What follows belongs to an exercise in optimizing a design on an open flow for a short achievable clock period and few clock cycles per item; a production flow would make more cautious choices.
In this exercise RTL edits were held to simulation tests only and were not proved equivalent to the original.
Power and IR drop assume default switching activity.

--- flow/design.v ---
typedef enum bit [1:0] {
    pcmux_pc_plus4  = 2'b00
    ,pcmux_alu_out  = 2'b01
    ,pcmux_alu_mod2 = 2'b10
} pcmux_sel_t;
typedef enum bit {
    marmux_pc_out = 1'b0
    ,marmux_alu_out = 1'b1
} marmux_sel_t;
typedef enum bit {
    cmpmux_rs2_out = 1'b0
    ,cmpmux_i_imm = 1'b1
} cmpmux_sel_t;
typedef enum bit {
    alumux_rs1_out = 1'b0
    ,alumux_pc_out = 1'b1
} alumux1_sel_t;
typedef enum bit [2:0] {
    alumux_i_imm    = 3'b000
    ,alumux_u_imm   = 3'b001
    ,alumux_b_imm   = 3'b010
    ,alumux_s_imm   = 3'b011
    ,alumux_j_imm   = 3'b100
    ,alumux_rs2_out = 3'b101
} alumux2_sel_t;
typedef enum bit [3:0] {
    regfilemux_alu_out   = 4'b0000
    ,regfilemux_br_en    = 4'b0001
    ,regfilemux_u_imm    = 4'b0010
    ,regfilemux_lw       = 4'b0011
    ,regfilemux_pc_plus4 = 4'b0100
    ,regfilemux_lb        = 4'b0101
    ,regfilemux_lbu       = 4'b0110   
    ,regfilemux_lh        = 4'b0111
    ,regfilemux_lhu       = 4'b1000   
} regfilemux_sel_t;
typedef logic [31:0] rv32i_word;
typedef logic [4:0] rv32i_reg;
typedef logic [3:0] rv32i_mem_wmask;
typedef enum bit [6:0] {
    op_lui   = 7'b0110111,  
    op_auipc = 7'b0010111,  
    op_jal   = 7'b1101111,  
    op_jalr  = 7'b1100111,  
    op_br    = 7'b1100011,  
    op_load  = 7'b0000011,  
    op_store = 7'b0100011,  
    op_imm   = 7'b0010011,  
    op_reg   = 7'b0110011,  
    op_csr   = 7'b1110011   
} rv32i_opcode;
typedef enum bit [2:0] {
    beq  = 3'b000,
    bne  = 3'b001,
    blt  = 3'b100,
    bge  = 3'b101,
    bltu = 3'b110,
    bgeu = 3'b111
} branch_funct3_t;
typedef enum bit [2:0] {
    lb  = 3'b000,
    lh  = 3'b001,
    lw  = 3'b010,
    lbu = 3'b100,
    lhu = 3'b101
} load_funct3_t;
typedef enum bit [2:0] {
    sb = 3'b000,
    sh = 3'b001,
    sw = 3'b010
} store_funct3_t;
typedef enum bit [2:0] {
    add  = 3'b000,  
    sll  = 3'b001,
    slt  = 3'b010,
    sltu = 3'b011,
    axor = 3'b100,
    sr   = 3'b101,  
    aor  = 3'b110,
    aand = 3'b111
} arith_funct3_t;
typedef enum bit [2:0] {
    alu_add = 3'b000,
    alu_sll = 3'b001,
    alu_sra = 3'b010,
    alu_sub = 3'b011,
    alu_xor = 3'b100,
    alu_srl = 3'b101,
    alu_or  = 3'b110,
    alu_and = 3'b111
} alu_ops;
typedef struct packed {
    rv32i_opcode opcode;
    logic [2:0] funct3;
    logic [6:0] funct7;
    alu_ops aluop;
    branch_funct3_t cmpop;
    logic alumux1_sel;
    logic [2:0] alumux2_sel;
    logic cmpmux_sel;
    logic mem_read;
    logic mem_write;
    logic load_pc;
    logic [1:0] pcmux_sel;
    logic load_regfile;
    logic [3:0] regfilemux_sel;
} rv32i_control_word;
module EX_MEM_buffer(
	input clk, 
	input rst, 
	input load,
	input logic [31:0] pc_i, 
	input rv32i_word alu_out_i,
	input logic br_en_i, 
	input logic [31:0] rs1_out_i, 
	input logic [31:0] rs2_out_i, 
	input logic [31:0] i_imm_i, 
	input logic [31:0] u_imm_i, 
	input logic [31:0] b_imm_i, 
	input logic [31:0] s_imm_i,
	input logic [31:0] j_imm_i,
	input logic [4:0] rd_i, 
	input logic [4:0] rs1_i,
	input logic [4:0] rs2_i,
	input logic [31:0] cmpmux_out_i,
	output logic [31:0] pc_o, 
	output rv32i_word alu_out_o,
	output logic br_en_o,
	output logic [31:0] rs1_out_o, 
	output logic [31:0] rs2_out_o, 
	output logic [31:0] i_imm_o, 
	output logic [31:0] u_imm_o, 
	output logic [31:0] b_imm_o, 
	output logic [31:0] s_imm_o,
	output logic [31:0] j_imm_o,
	output rv32i_reg rd_o,
	output logic [4:0] rs1_o,
	output logic [4:0] rs2_o,
	output logic [31:0] cmpmux_out_o
);
logic [31:0] pc; 
rv32i_word alu_out;
logic br_en;
logic [31:0] rs1_out; 
logic [31:0] rs2_out; 
logic [31:0] i_imm;
logic [31:0] u_imm;
logic [31:0] b_imm;
logic [31:0] s_imm;
logic [31:0] j_imm;
logic [4:0] rd;
logic [4:0] rs1;
logic [4:0] rs2;
logic [31:0] cmpmux_out;
always_ff @(posedge clk) begin 
	if(rst) begin
		pc <= 0; 
		alu_out <= 0; 
		br_en <= 0; 
		rs1_out <= 0;  
		rs2_out <= 0;  
		i_imm <= 0; 
		u_imm <= 0;  
		b_imm <= 0;  
		s_imm <= 0; 
		j_imm <= 0; 
		rd <= 0; 
		rs1 <= 0;
		rs2 <= 0;
		cmpmux_out <= 0;
	end else if(load) begin
		pc <= pc_i; 
		alu_out <= alu_out_i; 
		br_en <= br_en_i;
		rs1_out <= rs1_out_i;  
		rs2_out <= rs2_out_i;  
		i_imm <= i_imm_i; 
		u_imm <= u_imm_i;  
		b_imm <= b_imm_i;  
		s_imm <= s_imm_i; 
		j_imm <= j_imm_i; 
		rd <= rd_i; 
		rs1 <= rs1_i;
		rs2 <= rs2_i;
		cmpmux_out <= cmpmux_out_i;
	end 
end
always_comb begin 
	pc_o = pc; 
	alu_out_o = alu_out; 
	br_en_o = br_en;
	rs1_out_o = rs1_out;  
	rs2_out_o = rs2_out;  
	i_imm_o = i_imm; 
	u_imm_o = u_imm;  
	b_imm_o = b_imm;  
	s_imm_o = s_imm; 
	j_imm_o = j_imm; 
	rd_o = rd;
	rs1_o = rs1;
	rs2_o = rs2;
	cmpmux_out_o = cmpmux_out;
end
endmodule
module ID_EX_buffer(
	input clk, 
	input rst, 
	input logic flush,
	input load,
	input logic [31:0] pc_i, 
	input logic [31:0] old_pc_plus4_i,
	input logic [31:0] rs1_out_i, 
	input logic [31:0] rs2_out_i, 
	input logic [31:0] i_imm_i, 
	input logic [31:0] u_imm_i, 
	input logic [31:0] b_imm_i, 
	input logic [31:0] s_imm_i,
	input logic [31:0] j_imm_i,
	input logic [4:0] rd_i,
	input logic [4:0] rs1_i,
	input logic [4:0] rs2_i,
	output logic [31:0] pc_o, 
	output logic [31:0] old_pc_plus4_o,
	output logic [31:0] rs1_out_o, 
	output logic [31:0] rs2_out_o, 
	output logic [31:0] i_imm_o, 
	output logic [31:0] u_imm_o, 
	output logic [31:0] b_imm_o, 
	output logic [31:0] s_imm_o,
	output logic [31:0] j_imm_o,
	output rv32i_reg rd_o,
	output logic [4:0] rs1_o,
	output logic [4:0] rs2_o
);
logic [31:0] pc;
logic [31:0] rs1_out; 
logic [31:0] rs2_out; 
logic [31:0] i_imm; 
logic [31:0] u_imm; 
logic [31:0] b_imm;
logic [31:0] s_imm;
logic [31:0] j_imm;
logic [4:0] rd;
logic [4:0] rs1;
logic [4:0] rs2;
logic [31:0] old_pc_plus4; 
always_ff @(posedge clk) begin 
	if(rst) begin
		pc_o <= 32'h00000000; 
		rs1_out_o <= 0;  
		rs2_out_o <= 0;  
		i_imm_o <= 0; 
		u_imm_o <= 0;  
		b_imm_o <= 0;  
		s_imm_o <= 0; 
		j_imm_o <= 0; 
		rd_o <= 0; 
		rs1_o <= 0;
		rs2_o <= 0;
		old_pc_plus4_o <= 0; 
	end else if(load) begin
		pc_o <= pc; 
		rs1_out_o <= rs1_out;  
		rs2_out_o <= rs2_out;  
		i_imm_o <= i_imm; 
		u_imm_o <= u_imm;  
		b_imm_o <= b_imm;  
		s_imm_o <= s_imm; 
		j_imm_o <= j_imm; 
		rd_o <= rd; 
		rs1_o <= rs1;
		rs2_o <= rs2;
		old_pc_plus4_o <= old_pc_plus4;
	end 
end
always_comb begin 
	pc = pc_i; 
	rs1_out = rs1_out_i;  
	rs2_out = rs2_out_i;  
	i_imm = i_imm_i; 
	u_imm = u_imm_i;  
	b_imm = b_imm_i;  
	s_imm = s_imm_i; 
	j_imm = j_imm_i; 
	rd = rd_i;
	rs1 = rs1_i;
	rs2 = rs2_i;
	old_pc_plus4 = old_pc_plus4_i;
	if(flush) begin
		pc = 32'h00000000; 
		rs1_out = 0;  
		rs2_out = 0;  
		i_imm = 0; 
		u_imm = 0;  
		b_imm = 0;  
		s_imm = 0; 
		j_imm = 0; 
		rd = 0; 
		rs1 = 0;
		rs2 = 0;
		old_pc_plus4 = 0;
	end
end
endmodule
module IF_ID_buffer(
	input clk, 
	input rst, 
	input logic flush,
	input logic load,
	input logic [31:0] pc_i, 
	input logic [31:0] old_pc_plus4_i, 
	input rv32i_opcode opcode_i, 
	input logic [2:0] funct3_i, 
	input logic [6:0] funct7_i,
	input rv32i_reg rs1_i, 
	input rv32i_reg rs2_i, 
	input logic [31:0] i_imm_i, 
	input logic [31:0] u_imm_i, 
	input logic [31:0] b_imm_i, 
	input logic [31:0] s_imm_i,
	input logic [31:0] j_imm_i,
	input logic [4:0] rd_i, 
	output logic [31:0] pc_o, 
	output logic [31:0] old_pc_plus4_o,
	output rv32i_opcode opcode_o, 
	output logic [2:0] funct3_o, 
	output logic [6:0] funct7_o,
	output rv32i_reg rs1_o, 
	output rv32i_reg rs2_o, 
	output logic [31:0] i_imm_o, 
	output logic [31:0] u_imm_o, 
	output logic [31:0] b_imm_o, 
	output logic [31:0] s_imm_o,
	output logic [31:0] j_imm_o,
	output rv32i_reg rd_o
);
logic [31:0] pc;
rv32i_opcode opcode;
logic [2:0] funct3;
logic [6:0] funct7;
rv32i_reg rs1; 
rv32i_reg rs2;
logic [31:0] i_imm; 
logic [31:0] u_imm;
logic [31:0] b_imm;
logic [31:0] s_imm;
logic [31:0] j_imm;
logic [4:0] rd;
logic [31:0] old_pc_plus4;
always_ff @(posedge clk) begin 
	if(rst) begin
		pc_o <= 32'h00000000;
		opcode_o <= rv32i_opcode'(0);
		funct3_o <= 0;
		funct7_o <= 0;
		rs1_o <= 0;  
		rs2_o <= 0;  
		i_imm_o <= 0; 
		u_imm_o <= 0;  
		b_imm_o <= 0;  
		s_imm_o <= 0; 
		j_imm_o <= 0; 
		rd_o <= 0; 
		old_pc_plus4_o <= 0; 
	end else if(load) begin
		pc_o <= pc; 
		opcode_o <= opcode;
		funct3_o <= funct3;
		funct7_o <= funct7;
		rs1_o <= rs1;  
		rs2_o <= rs2;  
		old_pc_plus4_o <= old_pc_plus4; 
		i_imm_o <= i_imm; 
		u_imm_o <= u_imm;  
		b_imm_o <= b_imm;  
		s_imm_o <= s_imm; 
		j_imm_o <= j_imm; 
		rd_o <= rd; 
	end 
end
always_comb begin 
	pc = pc_i; 
	old_pc_plus4 = old_pc_plus4_i;
	opcode = opcode_i;
	funct3 = funct3_i;
	funct7 = funct7_i;
	rs1 = rs1_i;  
	rs2 = rs2_i;  
	i_imm = i_imm_i; 
	u_imm = u_imm_i;  
	b_imm = b_imm_i;  
	s_imm = s_imm_i; 
	j_imm = j_imm_i; 
	rd = rd_i;
	if(flush) begin
		pc = 32'h00000000;
		opcode = rv32i_opcode'(0);
		funct3 = 0;
		funct7 = 0;
		rs1 = 0;  
		rs2 = 0;  
		i_imm = 0; 
		u_imm = 0;  
		b_imm = 0;  
		s_imm = 0; 
		j_imm = 0; 
		rd = 0;
		old_pc_plus4 = 0;
	end
end
endmodule
module MEM_WB_buffer(
	input clk, 
	input rst, 
	input load,
	input logic [31:0] pc_i, 
	input rv32i_word alu_out_i,
	input logic br_en_i, 
	input logic [31:0] rs1_out_i, 
	input logic [31:0] rs2_out_i, 
	input logic [31:0] i_imm_i, 
	input logic [31:0] u_imm_i, 
	input logic [31:0] b_imm_i, 
	input logic [31:0] s_imm_i,
	input logic [31:0] j_imm_i,
	input logic [4:0] rd_i, 
	input logic [4:0] rs1_i,
	input logic [4:0] rs2_i,
	input rv32i_word read_data_i,
	input logic [31:0] cmpmux_out_i,
	output logic [31:0] pc_o, 
	output rv32i_word alu_out_o,
	output logic br_en_o,
	output logic [31:0] rs1_out_o, 
	output logic [31:0] rs2_out_o, 
	output logic [31:0] i_imm_o, 
	output logic [31:0] u_imm_o, 
	output logic [31:0] b_imm_o, 
	output logic [31:0] s_imm_o,
	output logic [31:0] j_imm_o,
	output rv32i_reg rd_o,
	output rv32i_word read_data_o,
	output logic [4:0] rs1_o,
	output logic [4:0] rs2_o,
	output logic [31:0] cmpmux_out_o
);
logic [31:0] pc; 
rv32i_word alu_out;
logic br_en;
logic [31:0] rs1_out;
logic [31:0] rs2_out;
logic [31:0] i_imm;
logic [31:0] u_imm; 
logic [31:0] b_imm; 
logic [31:0] s_imm;
logic [31:0] j_imm;
logic [4:0] rd;
logic [4:0] rs1;
logic [4:0] rs2;
rv32i_word read_data;
logic [31:0] cmpmux_out;
always_ff @(posedge clk) begin 
	if(rst) begin
		pc <= 0; 
		alu_out <= 0; 
		br_en <= 0; 
		rs1_out <= 0;  
		rs2_out <= 0;  
		i_imm <= 0; 
		u_imm <= 0;  
		b_imm <= 0;  
		s_imm <= 0; 
		j_imm <= 0; 
		rd <= 0; 
		rs1 <= 0;
		rs2 <= 0;
		read_data <= 0;
		cmpmux_out <= 0;
	end else if(load) begin
		pc <= pc_i; 
		alu_out <= alu_out_i; 
		br_en <= br_en_i;
		rs1_out <= rs1_out_i;  
		rs2_out <= rs2_out_i;  
		i_imm <= i_imm_i; 
		u_imm <= u_imm_i;  
		b_imm <= b_imm_i;  
		s_imm <= s_imm_i; 
		j_imm <= j_imm_i; 
		rd <= rd_i; 
		rs1 <= rs1_i;
		rs2 <= rs2_i;
		read_data <= read_data_i;
		cmpmux_out <= cmpmux_out_i;
	end 
end
always_comb begin 
	pc_o = pc; 
	alu_out_o = alu_out; 
	br_en_o = br_en;
	rs1_out_o = rs1_out;  
	rs2_out_o = rs2_out;  
	i_imm_o = i_imm; 
	u_imm_o = u_imm;  
	b_imm_o = b_imm;  
	s_imm_o = s_imm; 
	j_imm_o = j_imm; 
	rd_o = rd;
	rs1_o = rs1;
	rs2_o = rs2;
	read_data_o = read_data;
	cmpmux_out_o = cmpmux_out;
end
endmodule
module alu
(
    input alu_ops aluop,
    input [31:0] a, b,
    output logic [31:0] f
);
always_comb
begin
    unique case (aluop)
        alu_add:  f = a + b;
        alu_sll:  f = a << b[4:0];
        alu_sra:  f = $signed(a) >>> b[4:0];
        alu_sub:  f = a - b;
        alu_xor:  f = a ^ b;
        alu_srl:  f = a >> b[4:0];
        alu_or:   f = a | b;
        alu_and:  f = a & b;
    endcase
end
endmodule
module cmp
(
    input branch_funct3_t cmpop,
    input rv32i_word a, 
	 input rv32i_word b,
    output logic br_en
);
logic [32:0] a_unsigned;
logic [32:0] b_unsigned;
assign a_unsigned = {1'b0,a};
assign b_unsigned = {1'b0,b};
logic signed [31:0] signed_a;
logic signed [31:0] signed_b;
assign signed_a = a;
assign signed_b = b;
always_comb
begin
	 br_en = 1'b0;
    unique case (cmpop)
        beq:  
		  begin
			if(a==b)
				br_en = 1'b1;
		  end
        bne:  
		  begin
			if(a!=b)
				br_en = 1'b1;
		  end
        blt:
		  begin
			if(signed_a < signed_b)
				br_en = 1'b1;
		  end
        bge:
		  begin
			if(signed_a >= signed_b)
				br_en = 1'b1;
		  end
        bltu:  
		  begin
			if(a_unsigned<b_unsigned)
				br_en = 1'b1;
		  end
        bgeu:  
		  begin
			if(a_unsigned>=b_unsigned)
				br_en = 1'b1;
		  end
    endcase
end
endmodule
module control_rom
(
    input rv32i_opcode opcode,
	input logic [6:0] funct7,
    input logic [2:0] funct3,
    output rv32i_control_word ctrl
);
rv32i_opcode opcode_funct7;
arith_funct3_t arith_funct3;
branch_funct3_t branch_funct3;
load_funct3_t load_funct3;
store_funct3_t store_funct3;
alu_ops alu_funct3;
assign opcode_funct7 = rv32i_opcode'(funct7);
assign arith_funct3 = arith_funct3_t'(funct3);
assign branch_funct3 = branch_funct3_t'(funct3);
assign load_funct3 = load_funct3_t'(funct3);
assign store_funct3 = store_funct3_t'(funct3);
assign alu_funct3 = alu_ops'(funct3);
function void loadPC(logic [1:0] sel);
    ctrl.load_pc = 1'b1;
    ctrl.pcmux_sel = sel;
endfunction
function void loadRegfile(logic [3:0] sel);
	ctrl.load_regfile = 1'b1;
	ctrl.regfilemux_sel = sel;
endfunction
function void setALU(logic sel1,
                     logic [2:0] sel2,
                     logic setop, 
                     alu_ops op);
    ctrl.alumux1_sel = sel1;
    ctrl.alumux2_sel = sel2;
    if (setop)
        ctrl.aluop = op;
endfunction
function automatic void setCMP(logic sel, branch_funct3_t op);
	ctrl.cmpmux_sel = sel;
	ctrl.cmpop = op;
endfunction
always_comb
begin
    ctrl.opcode = opcode;
    ctrl.funct3 = funct3;
    ctrl.funct7 = funct7;
    ctrl.aluop = alu_funct3;
    ctrl.cmpop = branch_funct3;
    ctrl.alumux1_sel = alumux_rs1_out;
    ctrl.alumux2_sel = alumux_i_imm;
    ctrl.cmpmux_sel = cmpmux_rs2_out;
    ctrl.mem_read = 1'b0;
    ctrl.mem_write = 1'b0;
    ctrl.load_pc = 1'b0;
    ctrl.pcmux_sel = pcmux_pc_plus4;
    ctrl.load_regfile = 1'b0;
    ctrl.regfilemux_sel = regfilemux_alu_out;
    case(opcode)
        op_auipc: begin
            loadPC(pcmux_pc_plus4);
            setALU(alumux_pc_out, alumux_u_imm, 1'b1, alu_add);
			loadRegfile(regfilemux_alu_out);
        end
        op_lui: begin
            loadPC(pcmux_pc_plus4);
			loadRegfile(regfilemux_u_imm);
        end
        op_br: begin
            loadPC(pcmux_pc_plus4);  
			setALU(alumux_pc_out, alumux_b_imm, 1'b1, alu_add);
        end
        op_imm: begin
            loadPC(pcmux_pc_plus4);
			unique case (arith_funct3)
				add:
				begin
					setALU(alumux_rs1_out, alumux_i_imm, 1'b1, alu_funct3);
					loadRegfile(regfilemux_alu_out);
				end
				sll:
				begin
					setALU(alumux_rs1_out, alumux_i_imm, 1'b1, alu_funct3);
					loadRegfile(regfilemux_alu_out);
				end
				slt:
				begin
					loadRegfile(regfilemux_br_en);
					setCMP(cmpmux_i_imm, blt);
				end
				sltu:
				begin
					loadRegfile(regfilemux_br_en);
					setCMP(cmpmux_i_imm, bltu);
				end
				axor:
				begin
					setALU(alumux_rs1_out, alumux_i_imm, 1'b1, alu_funct3);
					loadRegfile(regfilemux_alu_out);
				end
				sr:
				begin
					loadRegfile(regfilemux_alu_out);
					if(opcode_funct7 == 7'b0)
						setALU(alumux_rs1_out, alumux_i_imm, 1'b1, alu_srl);
					else
						setALU(alumux_rs1_out, alumux_i_imm, 1'b1, alu_sra);
				end
				aor:
				begin
					setALU(alumux_rs1_out, alumux_i_imm, 1'b1, alu_funct3);
					loadRegfile(regfilemux_alu_out);
				end
				aand:
				begin
					setALU(alumux_rs1_out, alumux_i_imm, 1'b1, alu_funct3);
					loadRegfile(regfilemux_alu_out);
				end
			endcase
        end
        op_load: begin
            loadPC(pcmux_pc_plus4);
            setALU(alumux_rs1_out, alumux_i_imm, 1'b1, alu_add);
            ctrl.mem_read = 1'b1;
            unique case (load_funct3)
				lb  : loadRegfile(regfilemux_lb);
				lh  : loadRegfile(regfilemux_lh);
				lw  : loadRegfile(regfilemux_lw);
				lbu : loadRegfile(regfilemux_lbu);
				lhu : loadRegfile(regfilemux_lhu);
			endcase
        end
        op_store: begin
			loadPC(pcmux_pc_plus4);
            setALU(alumux_rs1_out, alumux_s_imm, 1'b1, alu_add);
            ctrl.mem_write = 1'b1;
        end
        op_reg: begin
            loadPC(pcmux_pc_plus4);
			unique case (arith_funct3)
				add:
				begin
					if(opcode_funct7 == 7'b0)
						setALU(alumux_rs1_out, alumux_rs2_out, 1'b1, alu_add);
					else
						setALU(alumux_rs1_out, alumux_rs2_out, 1'b1, alu_sub);
					loadRegfile(regfilemux_alu_out);
				end
				sll:
				begin
					setALU(alumux_rs1_out, alumux_rs2_out, 1'b1, alu_funct3);
					loadRegfile(regfilemux_alu_out);
				end
				slt:
				begin
					loadRegfile(regfilemux_br_en);
					setCMP(cmpmux_rs2_out, blt);
				end
				sltu:
				begin
					loadRegfile(regfilemux_br_en);
					setCMP(cmpmux_rs2_out, bltu);
				end
				axor:
				begin
					setALU(alumux_rs1_out, alumux_rs2_out, 1'b1, alu_funct3);
					loadRegfile(regfilemux_alu_out);
				end
				sr:
				begin
					loadRegfile(regfilemux_alu_out);
					if(opcode_funct7 == 7'b0)
						setALU(alumux_rs1_out, alumux_rs2_out, 1'b1, alu_srl);
					else
						setALU(alumux_rs1_out, alumux_rs2_out, 1'b1, alu_sra);
				end
				aor:
				begin
					setALU(alumux_rs1_out, alumux_rs2_out, 1'b1, alu_funct3);
					loadRegfile(regfilemux_alu_out);
				end
				aand:
				begin
					setALU(alumux_rs1_out, alumux_rs2_out, 1'b1, alu_funct3);
					loadRegfile(regfilemux_alu_out);
				end
			endcase
        end
        op_jal: begin
            loadRegfile(regfilemux_pc_plus4);
			setALU(alumux_pc_out, alumux_j_imm, 1'b1, alu_add);
			loadPC(pcmux_alu_out);
        end
        op_jalr: begin
            loadRegfile(regfilemux_pc_plus4);
			setALU(alumux_rs1_out, alumux_i_imm, 1'b1, alu_add);
			loadPC(pcmux_alu_mod2);
        end
        default: begin
            ctrl = 0;    
        end
    endcase
end
endmodule
module control_word_reg(
    input clk,
    input rst,
    input load,
    input sel,
    input rv32i_control_word in,
    output rv32i_control_word out
);
rv32i_control_word data;
rv32i_control_word data_in;
always_ff @(posedge clk)
begin
    if (rst)
    begin
        data <= 0;
    end
    else if (load)
    begin
        data <= data_in;
    end
    else
    begin
        data <= data;
    end
end
always_comb
begin
    unique case(sel)
        1'b0:   data_in = in;
        1'b1:   data_in = 0;
    endcase
	 out = data;
end
endmodule
module cpu_datapath(
    input clk,
    input rst,
    input [31:0] instruction,
	input i_mem_resp,
	input d_mem_resp,
	input [31:0] d_rdata,
	output rv32i_word pc,
	output logic i_read,
	output logic d_mem_read,
	output logic d_mem_write,
	output rv32i_word d_mem_address,
	output rv32i_word d_wdata,
	output rv32i_mem_wmask d_wmask
);
logic load_IF_ID;
logic flush_IF_ID;
logic [31:0] if_pc;
logic [31:0] if_old_pc_plus4;
logic [2:0] if_funct3;
logic [6:0] if_funct7;
rv32i_opcode if_opcode;
rv32i_reg if_rs1, if_rs2; 
logic [31:0] if_i_imm, if_u_imm, if_b_imm, if_s_imm, if_j_imm;
rv32i_reg if_rd;
logic flush_ID_EX;
logic [31:0] id_pc;
logic [31:0] id_old_pc_plus4;
logic [2:0] id_funct3;
logic [6:0] id_funct7;
rv32i_opcode id_opcode;
rv32i_reg id_rs1, id_rs2; 
logic [31:0] id_i_imm, id_u_imm, id_b_imm, id_s_imm, id_j_imm;
rv32i_reg id_rd;
logic [31:0] id_rs1_out, id_rs2_out;
rv32i_control_word ctrl_word_out;
logic load_ID_EX;
logic [31:0] ex_pc;
logic [31:0] ex_old_pc_plus4;
logic [31:0] ex_i_imm, ex_u_imm, ex_b_imm, ex_s_imm, ex_j_imm;
rv32i_reg ex_rd;
rv32i_word ex_cmpmux_out;
logic[31:0] ex_rs1_out, ex_rs2_out;
rv32i_reg ex_rs1, ex_rs2; 
logic ex_br_en;
rv32i_word ex_alu_out;
rv32i_control_word ex_ctrl_word;
logic ex_ctrl_mux_sel;
logic [1:0] forwardA, forwardB;
logic hazard_load_pc_out;
logic load_EX_ctrl;
logic load_EX_MEM;
rv32i_word forwardA_out;
rv32i_word forwardB_out;
logic [31:0] mem_pc;
logic [31:0] mem_i_imm, mem_u_imm, mem_b_imm, mem_s_imm, mem_j_imm;
rv32i_reg mem_rd;
rv32i_word mem_cmpmux_out;
logic[31:0] mem_rs1_out, mem_rs2_out;
rv32i_reg mem_rs1, mem_rs2; 
logic mem_br_en;
rv32i_word mem_alu_out;
rv32i_word mem_read_data;
rv32i_control_word mem_ctrl_word;
logic mem_ctrl_mux_sel;
logic load_MEM_ctrl;
logic load_MEM_WB;
logic [31:0] wb_pc;
logic [31:0] wb_i_imm, wb_u_imm, wb_b_imm, wb_s_imm, wb_j_imm;
rv32i_reg wb_rd;
rv32i_word wb_cmpmux_out;
logic[31:0] wb_rs1_out, wb_rs2_out;
rv32i_reg wb_rs1, wb_rs2; 
logic wb_br_en;
rv32i_word wb_alu_out;
rv32i_word regfilemux_out;
rv32i_word wb_read_data;
rv32i_control_word wb_ctrl_word;
logic wb_ctrl_mux_sel;
logic load_WB_ctrl;
logic br_out;
rv32i_word pc_target;
assign br_out = 1'b0;
assign pc_target = '0;
assign mem_read_data = d_rdata;  
assign pc = if_pc;
assign i_read = 1'b1;  
IF_ID_buffer IF_ID(
    .*,
	.flush(flush_IF_ID),
	.load(load_IF_ID),
	.pc_i(if_pc), 
	.old_pc_plus4_i(if_old_pc_plus4),
    .opcode_i(if_opcode), 
	.funct3_i(if_funct3), 
	.funct7_i(if_funct7),
    .rs1_i(if_rs1), 
	.rs2_i(if_rs2), 
	.i_imm_i(if_i_imm), 
	.u_imm_i(if_u_imm), 
	.b_imm_i(if_b_imm), 
	.s_imm_i(if_s_imm),
	.j_imm_i(if_j_imm),
	.rd_i(if_rd), 
	.pc_o(id_pc), 
	.old_pc_plus4_o(id_old_pc_plus4),
  	.opcode_o(id_opcode), 
	.funct3_o(id_funct3), 
	.funct7_o(id_funct7),
	.rs1_o(id_rs1), 
	.rs2_o(id_rs2), 
	.i_imm_o(id_i_imm), 
	.u_imm_o(id_u_imm), 
	.b_imm_o(id_b_imm), 
	.s_imm_o(id_s_imm),
	.j_imm_o(id_j_imm),
	.rd_o(id_rd)
);
ID_EX_buffer ID_EX(
    .*,
	.flush(flush_ID_EX),
	.load(load_ID_EX),
    .pc_i(id_pc),
	 .old_pc_plus4_i(id_old_pc_plus4),
	.rs1_out_i(id_rs1_out), 
	.rs2_out_i(id_rs2_out),
	.rs1_i(id_rs1),
	.rs2_i(id_rs2),
	.i_imm_i(id_i_imm), 
	.u_imm_i(id_u_imm), 
	.b_imm_i(id_b_imm), 
	.s_imm_i(id_s_imm),
	.j_imm_i(id_j_imm),
	.rd_i(id_rd),
   .pc_o(ex_pc), 
	.old_pc_plus4_o(ex_old_pc_plus4),	
	.rs1_out_o(ex_rs1_out), 
	.rs2_out_o(ex_rs2_out), 
	.rs1_o(ex_rs1),
	.rs2_o(ex_rs2),
	.i_imm_o(ex_i_imm), 
	.u_imm_o(ex_u_imm), 
	.b_imm_o(ex_b_imm), 
	.s_imm_o(ex_s_imm),
	.j_imm_o(ex_j_imm),
	.rd_o(ex_rd)
);
EX_MEM_buffer EX_MEM(
    .*,
	.load(load_EX_MEM),
    .pc_i(ex_pc), 
	.alu_out_i(ex_alu_out),
    .br_en_i(ex_br_en), 
	.rs1_out_i(forwardA_out), 
	.rs2_out_i(forwardB_out), 
	.rs1_i(ex_rs1),
	.rs2_i(ex_rs2),
	.i_imm_i(ex_i_imm), 
	.u_imm_i(ex_u_imm), 
	.b_imm_i(ex_b_imm), 
	.s_imm_i(ex_s_imm),
	.j_imm_i(ex_j_imm),
	.rd_i(ex_rd), 
	.cmpmux_out_i(ex_cmpmux_out),
    .pc_o(mem_pc), 
	.alu_out_o(mem_alu_out),
	.br_en_o(mem_br_en),
	.rs1_out_o(mem_rs1_out), 
	.rs2_out_o(mem_rs2_out), 
	.rs1_o(mem_rs1),
	.rs2_o(mem_rs2),
	.i_imm_o(mem_i_imm), 
	.u_imm_o(mem_u_imm), 
	.b_imm_o(mem_b_imm), 
	.s_imm_o(mem_s_imm),
	.j_imm_o(mem_j_imm),
	.rd_o(mem_rd),
	.cmpmux_out_o(mem_cmpmux_out)
);
MEM_WB_buffer MEM_WB(
	.*,
	.load(load_MEM_WB),
	.pc_i(mem_pc), 
	.alu_out_i(mem_alu_out),
	.br_en_i(mem_br_en), 
	.rs1_out_i(mem_rs1_out), 
	.rs2_out_i(mem_rs2_out), 
	.rs1_i(mem_rs1),
	.rs2_i(mem_rs2),
	.i_imm_i(mem_i_imm), 
	.u_imm_i(mem_u_imm), 
	.b_imm_i(mem_b_imm), 
	.s_imm_i(mem_s_imm),
	.j_imm_i(mem_j_imm),
	.rd_i(mem_rd),
	.cmpmux_out_i(mem_cmpmux_out),
	.read_data_i(mem_read_data),
	.pc_o(wb_pc), 
	.alu_out_o(wb_alu_out),
	.br_en_o(wb_br_en),
	.rs1_out_o(wb_rs1_out), 
	.rs2_out_o(wb_rs2_out), 
	.rs1_o(wb_rs1),
	.rs2_o(wb_rs2),
	.i_imm_o(wb_i_imm), 
	.u_imm_o(wb_u_imm), 
	.b_imm_o(wb_b_imm), 
	.s_imm_o(wb_s_imm),
	.j_imm_o(wb_j_imm),
	.rd_o(wb_rd),
	.cmpmux_out_o(wb_cmpmux_out),
	.read_data_o(wb_read_data)
);
fetch_stage IF(
    .*,
	.flush(flush_IF_ID),
	.instruction(instruction),
	.alu_out(ex_alu_out),
	.ex_opcode(ex_ctrl_word.opcode),
	.br_en(ex_br_en),
	.ex_old_pc_plus4(ex_old_pc_plus4),
	.br_out(br_out),
	.pcmux_sel(ex_ctrl_word.pcmux_sel), 
	.load_pc(hazard_load_pc_out),
	.pc_i(ex_pc),
	.pc_target(pc_target),
    .pc(if_pc),
	.opcode(if_opcode), 
	.old_pc_plus4(if_old_pc_plus4),
	.funct3(if_funct3), 
	.funct7(if_funct7),
	.rs1(if_rs1),
	.rs2(if_rs2),
	.i_imm(if_i_imm),
	.u_imm(if_u_imm),
	.b_imm(if_b_imm),
	.s_imm(if_s_imm),
	.j_imm(if_j_imm),
	.rd(if_rd)
);
decode_stage ID(
    .*,
    .funct3(id_funct3),
    .funct7(id_funct7),
    .opcode(id_opcode),
    .regfilemux_out(regfilemux_out),
    .load_regfile(wb_ctrl_word.load_regfile),
    .rs1(id_rs1),
    .rs2(id_rs2),
    .rd(wb_rd),
    .rs1_out(id_rs1_out),
    .rs2_out(id_rs2_out),
    .ctrl(ctrl_word_out)
);
execute_stage EX(
	.ex_alu_out(mem_alu_out),
	.regfilemux_out(regfilemux_out),
    .i_imm(ex_i_imm),
    .u_imm(ex_u_imm),
    .b_imm(ex_b_imm),
    .s_imm(ex_s_imm),
    .j_imm(ex_j_imm),
    .rs1_out(ex_rs1_out),
    .rs2_out(ex_rs2_out),
	.mem_rs1_out(mem_rs1_out),
	.wb_rs1_out(wb_rs1_out),
	.mem_cmpmux_out(mem_cmpmux_out),
	.wb_cmpmux_out(wb_cmpmux_out),
    .pc(ex_pc),
    .alumux1_sel(ex_ctrl_word.alumux1_sel),
    .alumux2_sel(ex_ctrl_word.alumux2_sel),
    .cmpmux_sel(ex_ctrl_word.cmpmux_sel),
    .cmpop(ex_ctrl_word.cmpop),
    .aluop(ex_ctrl_word.aluop),
	.forwardA(forwardA),
	.forwardB(forwardB),
    .br_en(ex_br_en),
    .alu_out(ex_alu_out),
	.cmpmux_out(ex_cmpmux_out),
	.forwardA_out,
	.forwardB_out
);
mem_stage MEM(
    .ALU_out(mem_alu_out),
    .rs2_out(mem_rs2_out),
    .mem_read_i(mem_ctrl_word.mem_read),
    .mem_write_i(mem_ctrl_word.mem_write),
    .funct3(mem_ctrl_word.funct3),
    .opcode(mem_ctrl_word.opcode),
    .mem_read(d_mem_read),
    .mem_write(d_mem_write),
    .mem_address(d_mem_address),
    .write_data(d_wdata),
    .mem_byte_enable(d_wmask)
);
wb_stage WB(
    .read_data(wb_read_data),
    .alu_out(wb_alu_out),
    .pc(wb_pc),
    .br_en(wb_br_en),
    .u_imm(wb_u_imm),
    .regfilemux_sel(wb_ctrl_word.regfilemux_sel),
    .regfilemux_out(regfilemux_out)
);
control_word_reg EX_ctrl(
	.*,
	.sel(ex_ctrl_mux_sel),
	.load(load_EX_ctrl),
	.in(ctrl_word_out),
	.out(ex_ctrl_word)
);
control_word_reg MEM_ctrl(
	.*,
	.sel(mem_ctrl_mux_sel),
	.load(load_MEM_ctrl),			 
    .in(ex_ctrl_word),
    .out(mem_ctrl_word)
);
control_word_reg WB_ctrl(
	.*,
	.sel(wb_ctrl_mux_sel),
	.load(load_WB_ctrl),			 
    .in(mem_ctrl_word),
    .out(wb_ctrl_word)
);
hazard hazard(
	.clk(clk),
	.rst(rst),
	.br_en(ex_br_en),
	.br_out(br_out),
	.decode_opcode(ctrl_word_out.opcode),
	.ex_ctrl_opcode(ex_ctrl_word.opcode),
	.ex_ctrl_funct3(ex_ctrl_word.funct3),
	.mem_ctrl_dwrite(mem_ctrl_word.mem_write),
	.mem_ctrl_dread(mem_ctrl_word.mem_read),
	.data_mem_resp(d_mem_resp),
	.inst_mem_resp(i_mem_resp),
	.load_pc_i(1'b1),
	.if_id_rs1(id_rs1),
	.if_id_rs2(id_rs2),
	.id_ex_rd(ex_rd),
	.flush_IF_ID(flush_IF_ID),
	.flush_ID_EX(flush_ID_EX),
	.load_IF_ID(load_IF_ID),
	.load_ID_EX,
	.load_EX_MEM,
	.load_MEM_WB,
	.load_EX_ctrl,
	.load_MEM_ctrl,
	.load_WB_ctrl,
	.load_pc_o(hazard_load_pc_out),
	.ex_ctrl_mux_sel(ex_ctrl_mux_sel),
	.mem_ctrl_mux_sel(mem_ctrl_mux_sel),
	.wb_ctrl_mux_sel(wb_ctrl_mux_sel)
);
forwarding forwarding(
	.clk(clk),
	.rst(rst),
	.ex_mem_rd(mem_rd), 
	.id_ex_rs1(ex_rs1),
	.id_ex_rs2(ex_rs2),
	.mem_wb_rd(wb_rd),
	.id_ex_rd(ex_rd),
	.ex_ctrl_opcode(ex_ctrl_word.opcode),
	.ex_mem_write(mem_ctrl_word.load_regfile),
	.mem_wb_write(wb_ctrl_word.load_regfile),
	.forwardA(forwardA), 
	.forwardB(forwardB)
); 
endmodule
module decode_stage(
    input clk,
    input rst,
    input logic [2:0] funct3,
    input logic [6:0] funct7,
    input rv32i_opcode opcode,
    input [31:0] regfilemux_out,
    input load_regfile,
    input [4:0] rs1,
    input [4:0] rs2,
    input [4:0] rd,
    output rv32i_word rs1_out,
    output rv32i_word rs2_out,
    output rv32i_control_word ctrl
);
logic load_regfile_in;
always_comb begin
    if (rd == 0)
        load_regfile_in = 0;
    else
        load_regfile_in = load_regfile;
	if (rd == 0)
		load_regfile_in = 0;
	else
		load_regfile_in = load_regfile;
end
regfile regile(
    .*,
    .load(load_regfile_in),
    .in(regfilemux_out),
    .src_a(rs1),
    .src_b(rs2),
    .dest(rd),
    .reg_a(rs1_out),
    .reg_b(rs2_out)
);
control_rom control_rom(
    .*
);
endmodule
module execute_stage(
	input rv32i_word ex_alu_out,
	input rv32i_word regfilemux_out,
    input [31:0] i_imm,
    input [31:0] u_imm,
    input [31:0] b_imm,
    input [31:0] s_imm,
    input [31:0] j_imm,
    input [31:0] rs1_out,
    input [31:0] rs2_out,
    input [31:0] pc,
    input logic alumux1_sel,
    input logic [2:0] alumux2_sel,
    input logic cmpmux_sel,
    input branch_funct3_t cmpop,
    input alu_ops aluop,
	input logic [1:0] forwardA,
	input logic [1:0] forwardB,
	 input [31:0] mem_rs1_out,
	 input [31:0] wb_rs1_out,
	 input [31:0] mem_cmpmux_out,
	 input [31:0] wb_cmpmux_out,
    output logic br_en,
    output rv32i_word alu_out,
	 output rv32i_word cmpmux_out,
	 output rv32i_word forwardA_out,
	 output rv32i_word forwardB_out
);
rv32i_word alumux1_out;
rv32i_word alumux2_out;
rv32i_word cmp_forwardA_out;
rv32i_word cmp_forwardB_out;
branch_funct3_t cmpop_in;
always_comb begin
	unique case (cmpop)
		beq: cmpop_in = cmpop;
		bne: cmpop_in = cmpop;
		blt: cmpop_in = cmpop;
		bge: cmpop_in = cmpop;
		bltu: cmpop_in = cmpop;
		bgeu: cmpop_in = cmpop;
		default: cmpop_in = beq;
    endcase
end
alu ALU(
	.aluop,
	.a(alumux1_out),
	.b(alumux2_out),
	.f(alu_out)
);
cmp CMP(
	.cmpop(cmpop_in),
	.a(cmp_forwardA_out),
	.b(cmpmux_out),
	.br_en
);
always_comb begin : MUXES
	unique case(forwardA)
		2'b00: cmp_forwardA_out = rs1_out;
		2'b01: cmp_forwardA_out = regfilemux_out;
		2'b10: cmp_forwardA_out = ex_alu_out;
		default: cmp_forwardA_out = rs1_out;
	endcase
	unique case(forwardA)
		2'b00: forwardA_out = rs1_out;
		2'b01: forwardA_out = regfilemux_out;
		2'b10: forwardA_out = ex_alu_out;
		default: forwardA_out = rs1_out;
	endcase
	unique case(forwardB)
		2'b00: forwardB_out = rs2_out;
		2'b01: forwardB_out = regfilemux_out;
		2'b10: forwardB_out = ex_alu_out;
		default: forwardB_out = rs2_out;
	endcase
    unique case (cmpmux_sel)
		cmpmux_rs2_out: cmpmux_out = forwardB_out;
		cmpmux_i_imm: cmpmux_out = i_imm;
		default: cmpmux_out = forwardB_out;
	endcase
	unique case (alumux1_sel)
		alumux_rs1_out: alumux1_out = forwardA_out;
		alumux_pc_out: alumux1_out = pc;
		default: alumux1_out = forwardA_out;
	endcase
	unique case (alumux2_sel)
		alumux_i_imm: alumux2_out = i_imm;
		alumux_u_imm: alumux2_out = u_imm;
		alumux_b_imm: alumux2_out = b_imm;
		alumux_s_imm: alumux2_out = s_imm;
		alumux_j_imm: alumux2_out = j_imm;
		alumux_rs2_out: alumux2_out = forwardB_out;
		default: alumux2_out = i_imm;
	endcase
end
endmodule
module fetch_stage(
	input clk, 
	input rst,
	input logic flush,
	input rv32i_word instruction,
	input rv32i_word alu_out, 
	input rv32i_opcode ex_opcode,
	input logic br_en,
	input [31:0] pc_i,
	input [31:0] ex_old_pc_plus4,
	input logic br_out,
	input logic [1:0] pcmux_sel, 
	input logic load_pc,
	input rv32i_word pc_target,
	output logic [31:0] pc,
	output logic [31:0] old_pc_plus4,
	output rv32i_opcode opcode, 
	output logic [2:0] funct3, 
	output logic [6:0] funct7,
	output rv32i_reg rs1,
	output rv32i_reg rs2,
	output logic [31:0] i_imm,
	output logic [31:0] u_imm,
	output logic [31:0] b_imm,
	output logic [31:0] s_imm,
	output logic [31:0] j_imm,
	output rv32i_reg rd
); 
logic [31:0] pc_temp;
logic [1:0] branch_mux_out;
logic [31:0] pc_plus4_in;
rv32i_word pcmux_out;
logic [1:0] br_temp; 
assign br_temp = {1'b0, br_en};
assign old_pc_plus4 = pc + 4;
pc_register PC(
	.clk(clk),
	.rst(rst),
	.load(load_pc),
	.in(pcmux_out),
	.out(pc)
); 
always_comb begin: MUXES 
	unique case(ex_opcode == op_br)
		1'b0: branch_mux_out = pcmux_sel; 
		1'b1: branch_mux_out = br_temp; 
		default: branch_mux_out = pcmux_sel; 
	endcase
	unique case(branch_mux_out)
		pcmux_pc_plus4: pcmux_out = pc + 4;
		pcmux_alu_out: pcmux_out = alu_out; 
		pcmux_alu_mod2: pcmux_out = {alu_out[31:1],1'b0};
		default: pcmux_out = pc + 4;  
	endcase 
end
assign opcode = rv32i_opcode'(instruction[6:0]);
assign funct3 = instruction[14:12];
assign funct7 = instruction[31:25];
assign rs1 = instruction[19:15];
assign rs2 = instruction[24:20];
assign i_imm = {{21{instruction[31]}}, instruction[30:20]};
assign u_imm = {instruction[31:12], 12'b000000000000};
assign b_imm = {{20{instruction[31]}}, instruction[7], instruction[30:25], instruction[11:8], 1'b0};
assign s_imm = {{21{instruction[31]}}, instruction[30:25], instruction[11:7]};
assign j_imm = {{12{instruction[31]}}, instruction[19:12], instruction[20], instruction[30:21], 1'b0};
assign rd = instruction[11:7];
endmodule
module forwarding(
	input clk,
	input rst,
	input rv32i_reg ex_mem_rd, 
	input rv32i_reg id_ex_rs1,
	input rv32i_reg id_ex_rs2,
	input rv32i_reg mem_wb_rd,
	input rv32i_reg id_ex_rd,
	input rv32i_opcode ex_ctrl_opcode,
	input logic ex_mem_write,
	input logic mem_wb_write,
	output logic [1:0] forwardA, 
	output logic [1:0] forwardB
); 
logic uses_rs1;
logic uses_rs2;
logic ex_hazard_A;
logic ex_hazard_B;
logic mem_hazard_A;
logic mem_hazard_B;
always_comb begin
	uses_rs1 = (ex_ctrl_opcode != op_lui)&(ex_ctrl_opcode != op_auipc)&(ex_ctrl_opcode != op_jal);
	uses_rs2 = (ex_ctrl_opcode == op_reg)|(ex_ctrl_opcode == op_br)|(ex_ctrl_opcode == op_store);
	ex_hazard_A = ex_mem_write & (ex_mem_rd != 0) & (ex_mem_rd == id_ex_rs1) & uses_rs1;
	mem_hazard_A = mem_wb_write & (mem_wb_rd != 0) & (mem_wb_rd == id_ex_rs1) & uses_rs1;
	ex_hazard_B = ex_mem_write & (ex_mem_rd != 0) & (ex_mem_rd == id_ex_rs2) & uses_rs2;
	mem_hazard_B = mem_wb_write & (mem_wb_rd != 0) & (mem_wb_rd == id_ex_rs2) & uses_rs2;
	if(ex_hazard_A)
		forwardA = 2'b10;
	else if(mem_hazard_A)
		forwardA = 2'b01; 
	else
		forwardA = 2'b00; 
	if(ex_hazard_B)
		forwardB = 2'b10; 
	else if(mem_hazard_B)
		forwardB = 2'b01; 
	else
		forwardB = 2'b00;
end
endmodule
module hazard(
	input clk,
	input rst,
	input br_en,
	input rv32i_opcode decode_opcode,
	input rv32i_opcode ex_ctrl_opcode,
	input [2:0] ex_ctrl_funct3,
	input logic mem_ctrl_dwrite,
	input logic mem_ctrl_dread,
	input logic data_mem_resp, 
	input logic inst_mem_resp,
	input logic load_pc_i,
	input [4:0] if_id_rs1,
   input [4:0] if_id_rs2,
   input [4:0] id_ex_rd,
	input br_out,
	output logic flush_IF_ID,
	output logic flush_ID_EX,
	output logic load_IF_ID,
	output logic load_ID_EX,
	output logic load_EX_MEM,
	output logic load_MEM_WB,
	output logic load_EX_ctrl,
	output logic load_MEM_ctrl,
	output logic load_WB_ctrl,
	output logic load_pc_o,
	output logic ex_ctrl_mux_sel,
	output logic mem_ctrl_mux_sel,
	output logic wb_ctrl_mux_sel
);
logic load_conflict;
logic rs1_conflict;
logic rs2_conflict;
logic all_conflict;
arith_funct3_t arith_funct3;
function void set_defaults ();
	flush_IF_ID = 1'b0;
	flush_ID_EX = 1'b0;
	load_IF_ID = 1'b1;
	load_ID_EX = 1'b1;
	load_EX_MEM = 1'b1;
	load_MEM_WB = 1'b1;
	load_EX_ctrl = 1'b1;
	load_MEM_ctrl = 1'b1;
	load_WB_ctrl = 1'b1;
	load_pc_o = load_pc_i;
	ex_ctrl_mux_sel = 1'b0;
	mem_ctrl_mux_sel = 1'b0;
	wb_ctrl_mux_sel = 1'b0;
endfunction
always_comb begin
	set_defaults();
	arith_funct3 = arith_funct3_t'(ex_ctrl_funct3);
	rs1_conflict = ((if_id_rs1 == id_ex_rd)&(if_id_rs1 != 0)&(decode_opcode != op_lui)&(decode_opcode != op_auipc)&(decode_opcode != op_jal));
	rs2_conflict = ((if_id_rs2 == id_ex_rd)&((decode_opcode == op_reg)|(decode_opcode == op_br)|(decode_opcode == op_store))&(if_id_rs2 != 0));
	load_conflict = ((ex_ctrl_opcode == op_load)|(ex_ctrl_opcode == op_lui)|(arith_funct3 == slt)|(arith_funct3 == sltu))&(rs1_conflict|rs2_conflict);
	if(br_en & (ex_ctrl_opcode == op_br))
	begin 
		flush_IF_ID = 1'b1;
		flush_ID_EX = 1'b1;
		ex_ctrl_mux_sel = 1'b1;
	end
	if((ex_ctrl_opcode == op_jal) | (ex_ctrl_opcode == op_jalr))
	begin
		flush_IF_ID = 1'b1;
		flush_ID_EX = 1'b1;
		ex_ctrl_mux_sel = 1'b1;
	end
	if(load_conflict)
	begin
		if(!flush_IF_ID) begin
			load_IF_ID = 1'b0; 
			load_pc_o = 1'b0; 
		end
		ex_ctrl_mux_sel = 1'b1;
	end
	if((mem_ctrl_dwrite | mem_ctrl_dread) & !data_mem_resp)
	begin
		if(!flush_IF_ID) begin
			load_IF_ID = 1'b0;
			load_pc_o = 1'b0;
		end	
		load_ID_EX = 1'b0;
		load_EX_MEM = 1'b0;
		load_MEM_WB = 1'b0;
		load_EX_ctrl = 1'b0;
		load_MEM_ctrl = 1'b0;
		load_WB_ctrl = 1'b0;
	end
	if(!inst_mem_resp) begin
		if(!flush_IF_ID) begin
			load_IF_ID = 1'b0; 
			load_pc_o = 1'b0; 
		end
		ex_ctrl_mux_sel = 1'b1; 
	end
	all_conflict = (mem_ctrl_dwrite | mem_ctrl_dread) & !data_mem_resp & !inst_mem_resp & flush_IF_ID;
end
endmodule
module mem_stage(
    input [31:0] ALU_out,
    input [31:0] rs2_out,
    input mem_read_i,
    input mem_write_i,
    input [2:0] funct3,
    input rv32i_opcode opcode,
    output logic mem_read,
    output logic mem_write,
    output rv32i_word mem_address,
    output rv32i_word write_data,
    output logic [3:0] mem_byte_enable
);
logic [1:0] address_offset;
store_funct3_t store_funct3;
assign store_funct3 = store_funct3_t'(funct3);
always_comb begin
	 address_offset = ALU_out[1:0];
    mem_address = {ALU_out[31:2], 2'b0};
    mem_read = mem_read_i;
    mem_write = mem_write_i;
    write_data = rs2_out;
    mem_byte_enable = 4'b1111;
    unique case (store_funct3)
        sw: mem_byte_enable = 4'b1111;
        sh: begin
            if(address_offset == 2'b10) begin
                mem_byte_enable = 4'b1100;
                write_data = (rs2_out & 32'h0000FFFF) << 16;
            end
            else begin
                mem_byte_enable = 4'b0011;
                write_data = rs2_out & 32'h0000FFFF;
            end
        end
        sb: begin
            mem_byte_enable = (4'b0001) << address_offset;
            unique case(address_offset)
                2'b00: begin
                    write_data = rs2_out & 32'h000000FF;
                end
                2'b01: begin
                    write_data = (rs2_out & 32'h000000FF) << 8;
                end
                2'b10: begin
                    write_data = (rs2_out & 32'h000000FF) << 16;
                end
                2'b11: begin
                    write_data = (rs2_out & 32'h000000FF) << 24;
                end
					 default: begin
					 end
            endcase
        end 
		  default: begin
		  end
    endcase
end
endmodule
module pc_register #(parameter width = 32)
(
    input clk,
    input rst,
    input load,
    input [width-1:0] in,
    output logic [width-1:0] out
);
logic [width-1:0] data;
always_ff @(posedge clk)
begin
    if (rst)
    begin
        data <= 32'h00000060;
    end
    else if (load)
    begin
        data <= in;
    end
    else
    begin
        data <= data;
    end
end
always_comb
begin
    out = data;
end
endmodule
module regfile
(
    input clk,
    input rst,
    input load,
    input [31:0] in,
    input [4:0] src_a, src_b, dest,
    output logic [31:0] reg_a, reg_b
);
logic [31:0] data [32];
always_ff @(posedge clk)
begin
    if (rst)
    begin
        for (int i=0; i<32; i=i+1) begin
            data[i] <= '0;
        end
    end
    else if (load && dest)
    begin
        data[dest] <= in;
    end
end
always_comb
begin
    reg_a = src_a ? data[src_a] : 0;
    reg_b = src_b ? data[src_b] : 0;
	 if (load && dest) begin
		if(src_a == dest)
			reg_a = in;
		if(src_b == dest)
			reg_b = in;
	 end
end
endmodule
module wb_stage(
    input [31:0] read_data,
    input [31:0] alu_out,
    input [31:0] pc,
    input br_en,
    input [31:0] u_imm,
    input logic [3:0] regfilemux_sel,
    output rv32i_word regfilemux_out
);
logic [1:0] address_offset;
rv32i_word lb_out;
rv32i_word lbu_out;
rv32i_word lh_out;
rv32i_word lhu_out;
always_comb begin
    address_offset = alu_out[1:0];
    if(address_offset == 2'b10) begin
		lhu_out = (read_data & 32'hFFFF0000) >> 16;
		lh_out = {{16{read_data[31]}}, read_data[31:16]};
	end
	else begin
		lhu_out = read_data & 32'h0000FFFF;
		lh_out = {{16{read_data[15]}}, read_data[15:0]};
	end
	unique case(address_offset)
		2'b00: begin
			lbu_out = read_data & 32'h000000FF;
			lb_out = {{24{read_data[7]}}, read_data[7:0]};
		end
		2'b01: begin
			lbu_out = (read_data & 32'h0000FF00) >> 8;
			lb_out = {{24{read_data[15]}}, read_data[15:8]};
		end
		2'b10: begin
			lbu_out = (read_data & 32'h00FF0000) >> 16;
			lb_out = {{24{read_data[23]}}, read_data[23:16]};
		end
		2'b11: begin
			lbu_out = (read_data & 32'hFF000000) >> 24;
			lb_out = {{24{read_data[31]}}, read_data[31:24]};
		end
		default: begin
			lbu_out = '0;
			lb_out = '0;
		end
	endcase
    unique case (regfilemux_sel)
		regfilemux_alu_out: regfilemux_out = alu_out;
		regfilemux_br_en: regfilemux_out = {31'b0, br_en};
		regfilemux_u_imm: regfilemux_out = u_imm;
		regfilemux_lw: regfilemux_out = read_data;
		regfilemux_pc_plus4: regfilemux_out = pc + 4;
		regfilemux_lb: regfilemux_out = lb_out;
		regfilemux_lbu: regfilemux_out = lbu_out;
		regfilemux_lh: regfilemux_out = lh_out;
		regfilemux_lhu: regfilemux_out = lhu_out;
		default: regfilemux_out = alu_out;
	endcase
end
endmodule
--- flow/run.sh ---
#!/bin/bash
# synth_recipe.tcl (not shown) runs the flow's synth.tcl, then flattens the netlist and writes it again
# the make line also repeats each setting of config.mk as NAME=value (left out here)
make -C /OpenROAD-flow-scripts/flow DESIGN_CONFIG=/design/flow/config.mk WORK_HOME=/design/flow/orfs CLKGATE_MAP_FILE= SYNTH_SCRIPT=/design/flow/synth_recipe.tcl finish
--- flow/config.mk ---
export PLATFORM = sky130hd
export DESIGN_NAME = cpu_datapath
export DESIGN_NICKNAME = cpu_datapath
export VERILOG_FILES = /design/flow/design.v
export SDC_FILE = /design/flow/constraint.sdc
export NUM_CORES = 4
export LEC_CHECK = 0
export CAP_MARGIN = 20
export CORE_MARGIN = 2
export CORE_UTILIZATION = 40
export PLACE_DENSITY = 0.6
export SLEW_MARGIN = 20
--- flow/constraint.sdc ---
create_clock -name core_clock -period 10.0 [get_ports {clk}]
set_input_delay 2.0000 -clock core_clock [delete_from_list [all_inputs] [get_ports {clk}]]
set_output_delay 2.0000 -clock core_clock [all_outputs]
set_load 0.01 [all_outputs]
==> results.cfg <==
[critical_path]
path_class = flip-flop to flip-flop
cp-start-kind = flip-flop
critPathMostFrequentCell = o21ai_0
critPathMaxStageDelay_ns = 0.96
r2r-start = WB_ctrl.data[0]$_SDFFE_PP0N_
setup.worst_path.start = WB_ctrl.data[0]$_SDFFE_PP0N_
cpMaxStageDelayCell = dfxtp_1
cp.depth = 26
critPathBufInv = 3
r2r_slack_ns = 1.03
worstPathRequired_ns = 10.72
worstPathMaxFanout = 27
worst_setup_path_end_kind = flip-flop
worstReg2RegEnd = IF.PC.data[23]$_SDFFE_PP0N_
crit_end = IF.PC.data[23]$_SDFFE_PP0N_
critPathArrivalTime_ns = 9.69
crit_family = compound AO/OA/AOI/OAI gates
r2r_cells = 26

[cts]
hold_buffers = 0
cts.clk_slew.worst_paths_ns = 0.06
clock_latency_ns = 0.88
cts_resized = 0
cts_max_level = 4
cts_tree = built
cts_root_buf = clkbuf_16
cts.sinks = 1540
post_cts_buffers = 0
cts_buffers = 171
clockBufferDepth = 3

[logic_synthesis]
synth-edff-count = 1024
synth_top_area_cell = edfxtp_1
ys_seq_area_frac = 0.480
async_flop_share = 0
synth-seq-cells = 1540
yosysWarnings = 17
syn_inst = 7742
synth.distinct_cells = 101
synth.top_cell.area_share = 0.359
synthTopCellsByCount = nor2_1 (1,333), edfxtp_1 (1,024), nand2_1 (897)
synthFlopType = edfxtp_1
syn_area_mm2 = 0.0856
synthTopCellsByArea = edfxtp_1 (36%), mux4_2 (17%), dfxtp_1 (12%)
synth.most_common_cell = nor2_1
synth_area_per_cell_um2 = 11.1

[drt]
routed_wl_um = 381000
drc = 0
drtAntennaViolNets = 0
viasPerCell = 6.41
drtIter0Drc = 8798
wl_per_cell_um = 35.9
via_count = 68100
dr.pass1.iters = 6

[job]
drv_cap = 0

[layout]
nets = 7853
nFillCells = 19700
utilization = 0.454
layout.cells.non_filler = 10600
drive_above_1_share = 0.174
area_growth_pct = 12.7

[place]
port_buffers = 167
dpl.hpwl_um = 259000
dp.cells = 10300
pre_cts_ws_ns = 1.36
finalWeightedCongestion = 1.05

[timing]
fin_crit_sh = 0.897
timing.final.max_slew_violations = 0
worstMarginPinSlew_ns = 1.19
hold_viol_final = 0
slew_headroom = 0.186
finalSetupViolations = 0
max_freq_mhz = 111
rsz0062_at_grt = false
post-route-min-period_ns = 8.97
skew_ns = 0.0600
setup-tns-final_ns = 0
final.setup.worst_slack_ns = 1.03

[global_routing]
groute.layer.met2.usage = 0.555
grt.met1_usage = 0.400
gr-usage-all-layers = 0.346
grt_pass1_vias = 67000
grt_first_pass_wirelength_um = 528000
grt_max_degree = 189
use_met3 = 0.0666
antenna_found_initial = 12
busiest_layer = met2
globalRoute.totalOverflow = 0

[floorplanning]
die_h_um = 466
coreArea_mm2 = 0.212
rows = 169
start_util = 0.403
dieArea_mm2 = 0.218
ios = 171
die_width_um = 466

[power_and_ir_drop]
ir_worst_vdd_v = 0.000199
intPower_uw = 11700
pwr-share-seq = 0.439
switching_share = 0.299
power.leakage_uw = 0.0332
p_comb_frac = 0.171
power_density_mw_per_mm2 = 173
clockPowerShare = 0.390
p_sw_uw = 4970

[run_status]
outcome = complete, no violations

[hold_path]
holdPathStages = 2
hold_class = flip-flop to flip-flop
==> power by group through the flow <==
stage / sequential, uW / combinational (uW) / clock [uW]
global route: 7320 / 2910 / 6780
finish: 7300 / 2850 / 6490
global placement: 7410 / 2760 / 0
floorplan: 7270 / 1560 / 0
detailed placement: 7430 / 2760 / 0
CTS: 7290 / 2770 / 6530
==> cell families (layout without fill, tap and decap cells) <==
group	Yosys count	in the layout	share of synthesized area
adder cells (fa/ha/maj)	134	134	0.0197
multiplexers	946	946	0.206
buffers and inverters	878	896	0.0408
flip-flops	1540	1540	0.480
other	2	41	0.0000878
XOR/XNOR	104	104	0.0106
AO/OA/AOI/OAI	1446	1446	0.112
AND/OR/NAND/NOR	2692	2692	0.131
==> placed cells by master, fill, tap and decap left out, types with 27 or more instances in the layout <==
cell type and instances:
or3_1 29, xnor2_1 74, nor3_1 89, a31oi_1 36
clkbuf_1 33, o22ai_1 108, a221oi_1 29, nor2_1 1329
a21o_1 34, mux4_2 648, o21a_1 48, clkinv_1 35
conb_1 35, nand2_1 833, nand4_1 38, edfxtp_1 1024
o21ai_0 190, nand2b_1 27, buf_4 268, clkbuf_16 171
nand3_1 79, inv_1 127, dfxtp_1 505, ha_1 133
mux2i_1 283, clkdlybuf4s50_1 166, a22oi_1 36, o211ai_1 38
nor2b_1 27, nand2_2 65, a22o_1 143, xor2_1 30
a211oi_1 57, a21oi_1 502
==> worst register-to-register path: cells and delay by family (launching register included) <==
kind	cells	cell delay (ns)
xor gates and xnor gates	2	0.23
and+or+nand+nor	6	1.53
buffers and inverters	3	0.54
adders and majority gates	2	0.66
AOI/OAI and AO/OA	13	4.95
DFF	1	0.96
==> metal layers <==
layer,share of wire,wire length (um)
met3,0.089,34000
met4,0.10,38000
met2,0.47,178000
met5,0.000095,36
met1,0.34,131000
==> metrics by stage <==
stage | hold slack [ns] | power (uW) | area [um2]
after CTS | 0.447 | 16600 | 96400
after global routing | 0.461 | 17000 | 96400
after floorplan | 0.427 | 8830 | 85700
final | 0.444 | 16600 | 96400
after global placement | 0.440 | 10200 | 90700
after detailed placement | 0.443 | 10200 | 90700
==> sequential cells by signal, indices dropped and copies added, names as in the netlist, 7 cells and up, named ones only <==
signal            cells
ID_EX.rs2_out_o      32
ID_EX.pc_o           32
MEM_WB.alu_out       32
EX_ctrl.data         30
EX_MEM.u_imm         20
EX_MEM.pc            32
MEM_WB.pc            32
IF_ID.pc_o           32
ID_EX.s_imm_o         8
IF_ID.s_imm_o         8
IF.PC.data           32
EX_MEM.rs2_out       32
IF_ID.opcode_o        7
ID_EX.rs1_out_o      32
ID.regile.data     1024
EX_MEM.alu_out       32
MEM_WB.u_imm         20
MEM_WB.read_data     32
MEM_ctrl.data        10
==> layout make-up <==
cell class	instances	area (um2)	share of cell area
clock buffer	212	4510	0.0468
antenna	6	15.0	0.000156
tap	2821	3530	0.0366
multi-input combinational	5357	41700	0.432
sequential	1540	41100	0.427
clock inverter	103	1130	0.0118
inverter	135	507	0.00526
timing repair buffer	446	3920	0.0406
==> worst min path at each step <==
stage | start | to
after global routing | EX_ctrl.data[28]$_SDFFE_PP0N_ | MEM_ctrl.data[28]$_SDFFE_PP0N_
after global placement | EX_MEM.pc[25]$_SDFFE_PP0N_ | EX_MEM.pc[25]$_SDFFE_PP0N_
after CTS | EX_MEM.pc[31]$_SDFFE_PP0N_ | MEM_WB.pc[31]$_SDFFE_PP0N_
final | EX_MEM.pc[31]$_SDFFE_PP0N_ | MEM_WB.pc[31]$_SDFFE_PP0N_
after floorplan | MEM_WB.alu_out[2]$_SDFFE_PP0N_ | MEM_WB.alu_out[2]$_SDFFE_PP0N_
after detailed placement | EX_MEM.u_imm[25]$_SDFFE_PP0N_ | EX_MEM.u_imm[25]$_SDFFE_PP0N_
Testbench counts, summed over its fixed seeds: cycles 22,901, instrs 13,749.

==> what the ideal ports hide <==
The flow's constraints put no driver on any port. The routed layout listed below was extracted and timed again, unchanged, in two steps. Step 1 (the two cells are an assumption about what drives the block):
set clk [get_ports {clk}]
set_driving_cell -lib_cell sky130_fd_sc_hd__clkbuf_16 $clk
set_driving_cell -lib_cell sky130_fd_sc_hd__buf_2 [delete_from_list [all_inputs] $clk]
Step 2 times the ports against the registers' clock, not the clock port: input delays grow and output delays shrink by t, the midpoint of the rising clock arrivals with the driver on. a / b / c = no drivers / after step 1 / after step 2; a / b = the first two.
t (ns): 0.934
slack for setup (ns): 1.031 / 1.031 / 1.031
worst setup path after step 2: register to register
worst register clock-pin slew, ns: 0.08 / 0.08
cell pins on the clock port's net: 1
After both steps this run still meets setup and hold. The setup slack of this run moves by 0.000 ns with the drivers and by 0.000 ns with both steps.
